This design comes from an exercise in tuning for small area on the open sky130 flow, not from production work. Only simulation tests tie the RTL to the original design; equivalence was not proved. Power figures rest on the tool's default switching activity, not on a simulated workload.

==> inputs of job 485 <==
==> flow/design.v (excerpt) <==
module blinkled
(
  input CLK,
  input RST,
  output [32-1:0] maxi_awaddr,
  output [8-1:0] maxi_awlen,
  output [3-1:0] maxi_awsize,
  output [2-1:0] maxi_awburst,
  output [1-1:0] maxi_awlock,
  output [4-1:0] maxi_awcache,
  output [3-1:0] maxi_awprot,
  output [4-1:0] maxi_awqos,
  output [2-1:0] maxi_awuser,
  output maxi_awvalid,
  input maxi_awready,
  output [32-1:0] maxi_wdata,
  output [4-1:0] maxi_wstrb,
  output maxi_wlast,
  output maxi_wvalid,
  input maxi_wready,
  input [2-1:0] maxi_bresp,
  input maxi_bvalid,
  output maxi_bready,
  output [32-1:0] maxi_araddr,
  output [8-1:0] maxi_arlen,
  output [3-1:0] maxi_arsize,
  output [2-1:0] maxi_arburst,
  output [1-1:0] maxi_arlock,
  output [4-1:0] maxi_arcache,
  output [3-1:0] maxi_arprot,
  output [4-1:0] maxi_arqos,
  output [2-1:0] maxi_aruser,
  output maxi_arvalid,
  input maxi_arready,
  input [32-1:0] maxi_rdata,
  input [2-1:0] maxi_rresp,
  input maxi_rlast,
  input maxi_rvalid,
  output maxi_rready,
  input [32-1:0] saxi_awaddr,
  input [4-1:0] saxi_awcache,
  input [3-1:0] saxi_awprot,
  input saxi_awvalid,
  output saxi_awready,
  input [32-1:0] saxi_wdata,
  input [4-1:0] saxi_wstrb,
  input saxi_wvalid,
  output saxi_wready,
  output [2-1:0] saxi_bresp,
  output saxi_bvalid,
  input saxi_bready,
  input [32-1:0] saxi_araddr,
  input [4-1:0] saxi_arcache,
  input [3-1:0] saxi_arprot,
  input saxi_arvalid,
  output saxi_arready,
  output [32-1:0] saxi_rdata,
  output [2-1:0] saxi_rresp,
  output saxi_rvalid,
  input saxi_rready
);
Settings: LEC_CHECK=0, CAP_MARGIN=20, CORE_MARGIN=2, CORE_UTILIZATION=60, SLEW_MARGIN=20; clock period 10.0 ns.
standard.sh (not shown) runs the stock make flow with config.mk's settings and CLKGATE_MAP_FILE= SYNTH_SCRIPT=/design/flow/synth_recipe.tcl, a recipe that flattens the netlist after the stock synthesis.
==> flow/flow/run.sh <==
#!/bin/bash
# ORFS layout through the standard.sh, with these changes:
#  - after the standard synthesis, flow/fa_polarity.py re-chooses the
#    polarity of each full-adder cell (a full adder on inverted inputs gives
#    inverted outputs) to remove inverters; registers are untouched;
#  - smaller port buffers, one tie cell per constant;
#  - a clock tree of clkbuf_4 without dummy loads.
# Each tool's output goes to a log of its own in this folder.
set -euo pipefail
ARGS=(
  'BUFFER_PORTS_ARGS=-buffer_cell sky130_fd_sc_hd__buf_1'
  'SKIP_REPAIR_TIE_FANOUT=1'
  'CTS_ARGS=-sink_clustering_enable -repair_clock_nets -dont_use_dummy_load -sink_clustering_size 10 -sink_clustering_max_diameter 40 -buf_list {sky130_fd_sc_hd__clkbuf_4}'
)
R=orfs/results/sky130hd/blinkled/base
bash standard.sh "${ARGS[@]}" synth > flow_synth.log 2>&1
cp "$R/1_2_yosys.v" flow_1_2_yosys_standard.v
python3 flow/fa_polarity.py flow_1_2_yosys_standard.v "$R/1_2_yosys.v" > flow_fa_polarity.log 2>&1
rm -f "$R/1_synth.odb" "$R/1_synth.sdc"
bash standard.sh "${ARGS[@]}" finish > flow_make.log 2>&1
Other scripts of this flow, unchanged in this note and not shown: flow/flow/fa_polarity.py
==> job 311: changes against job 485 <==
--- a/flow/design.v
+++ b/flow/design.v
@@ -158,19 +158,20 @@
   reg       aw_v;
   reg [1:0] wcnt;
   wire ak_last = (ak == nm1);
   wire aj_last = (aj == nm1);
   wire ai_last = (ai == nm1);
   wire elem_end = ar_sel & ak_last;
-  wire [7:0]  aoff  = arow + {4'd0, ak};
-  wire [7:0]  roff  = ar_sel ? boff : aoff;
-  wire [29:0] rbase = ar_sel ? r_b[31:2] : r_a[31:2];
-  assign maxi_araddr  = {addr_add(rbase, roff), 2'b00};
-  assign maxi_arvalid = ar_run & ~(elem_end & (aw_v | (wcnt == 2'd3)));
+  wire [7:0]  rowoff = arow + {4'd0, aw_v ? aj : ak};
+  wire [7:0]  off    = (ar_sel & ~aw_v) ? boff : rowoff;
+  wire [29:0] base   = aw_v ? r_c[31:2] : ar_sel ? r_b[31:2] : r_a[31:2];
+  wire [29:0] addr   = addr_add(base, off);
+  assign maxi_araddr  = {addr, 2'b00};
+  assign maxi_awaddr  = {addr, 2'b00};
+  assign maxi_arvalid = ar_run & ~aw_v & ~(elem_end & (wcnt == 2'd3));
   assign maxi_awvalid = aw_v;
-  assign maxi_awaddr  = {addr_add(r_c[31:2], arow + {4'd0, aj}), 2'b00};
   assign busy = ar_run | (wcnt != 2'd0);
   wire ar_hs = maxi_arvalid & maxi_arready;
   wire job_end = elem_end & aj_last & ai_last;
   always @(posedge CLK) begin
     if (RST) begin
       ar_run <= 1'b0;
@@ -199,14 +200,14 @@
             ai <= ai + 4'd1;
           end
         end
       end
     end
   end
-  localparam Q_A = 3'd0, Q_A3 = 3'd1, Q_L = 3'd2, Q_F = 3'd3,
-             Q_B0 = 3'd4, Q_B1 = 3'd5, Q_B2 = 3'd6, Q_W = 3'd7;
+  localparam Q_A = 3'd0, Q_A3 = 3'd1, Q_L = 3'd2, Q_W = 3'd3,
+             Q_B0 = 3'd4, Q_B1 = 3'd5, Q_B2 = 3'd6;
   reg [2:0]  q;
   reg [31:0] X, acc;
   reg [2:0]  cr;
   reg [3:0]  ck;
   wire qa     = (q[2:1] == 2'b00);             
   wire slice3 = (q == Q_A3) | (q == Q_L);
@@ -223,38 +224,38 @@
   wire [31:0] xm = slice3 ? {X[31:9], 9'd0} : X;
   wire [31:0] sum;
   wire [2:0]  co;
   mac_core u_mac (.x(xm), .y(y), .acc(acc), .ci(cr), .sum(sum), .co(co));
   assign maxi_rready = qa | (q == Q_B2);
   assign maxi_wdata  = acc;
-  assign maxi_wvalid = (q == Q_W);
-  wire w_hs = (q == Q_W) & maxi_wready;
+  assign maxi_wvalid = (q == Q_W) & (cr == 3'd0);
+  wire w_hs = maxi_wvalid & maxi_wready;
   always @(posedge CLK) begin
     if (RST | start) begin
       q <= Q_A;
     end else begin
       case (q)
         Q_A, Q_A3: if (maxi_rvalid) q <= Q_B0;
                    else q <= Q_A;
         Q_B0: if (maxi_rvalid) q <= Q_B1;
         Q_B1: if (maxi_rvalid) q <= Q_B2;
         Q_B2: if (maxi_rvalid) q <= (ck == nm1) ? Q_L : Q_A3;
-        Q_L: q <= (co == 3'd0) ? Q_W : Q_F;
-        Q_F: if (co == 3'd0) q <= Q_W;
-        default: if (maxi_wready) q <= Q_A;
+        Q_L: q <= Q_W;
+        Q_W: if (w_hs) q <= Q_A;
+        default: q <= Q_A;
       endcase
     end
     if (start | w_hs) begin
       acc <= 32'd0;
       cr <= 3'd0;
       ck <= 4'd0;
-    end else if (slice3 | (bslice & maxi_rvalid) | (q == Q_F)) begin
+    end else if (~(bslice & ~maxi_rvalid)) begin
       acc <= sum;
       cr <= co;
     end
-    if (qa & maxi_rvalid) X <= maxi_rdata;
+    if (qa) X <= maxi_rdata;
     else if (bslice & maxi_rvalid) begin
       if (q == Q_B2) begin
         X <= {X[23:1], maxi_rdata[31:23]};
         ck <= ck + 4'd1;
       end else begin
         X <= {X[23:0], 8'd0};
==> flow/config.mk (replaced) <==
export PLATFORM = sky130hd
export DESIGN_NAME = blinkled
export DESIGN_NICKNAME = blinkled
export VERILOG_FILES = /design/flow/design.v
export SDC_FILE = /design/flow/constraint.sdc
export NUM_CORES = 4
export LEC_CHECK = 0
export CAP_MARGIN = 0
export CORE_MARGIN = 2
export CORE_UTILIZATION = 60
export SLEW_MARGIN = 0
==> notes <==
- Against job 485, the non-clock buffer count of job 311 is lower by 8.
- Of job 485 and job 311, job 311 has the higher critical path depth (gap 1).
- Of job 485 and job 311, job 485 has the higher final cell count (gap about 4%, measured against job 311).
- In job 311 the power is lower than in job 485, by 13%.
- In job 311 the clock skew is higher than in job 485, by 1.3 ps.
- Against job 311, the routed wire length of job 485 is higher by 5.5%.

==> afterwards: timing with drivers on the ports <==
How much do the figures lean on ideal ports? The routed layouts below were timed once more, with nothing changed but the port constraints. Step 1, drivers: a clkbuf_16 drives CLK and a buf_2 each remaining input, both assumed. Step 2 adds t to the input delays and takes it off the output delays; t is the mean of the earliest and latest rising clock arrival at the registers after step 1. Input paths then give back, and output paths get back, about the clock's delay inside the block. Three values: ideal ports, drivers, drivers and shift; two values: the first two.
| run | shift t [ns] | setup slack, ns | worst setup path at the end | worst register clock-pin slew, ns |
|---|---|---|---|---|
| job 485 | 0.815 | 0.851 / 0.799 / 0.108 | input to register | 0.12 / 0.12 |
| job 311 | 0.814 | 0.415 / 0.364 / 0.443 | input to register | 0.11 / 0.11 |
After both steps setup and hold are still met in every run listed. For job 485, which loses most, drivers alone change the setup slack by -0.052 ns; drivers and shift together by -0.743 ns.
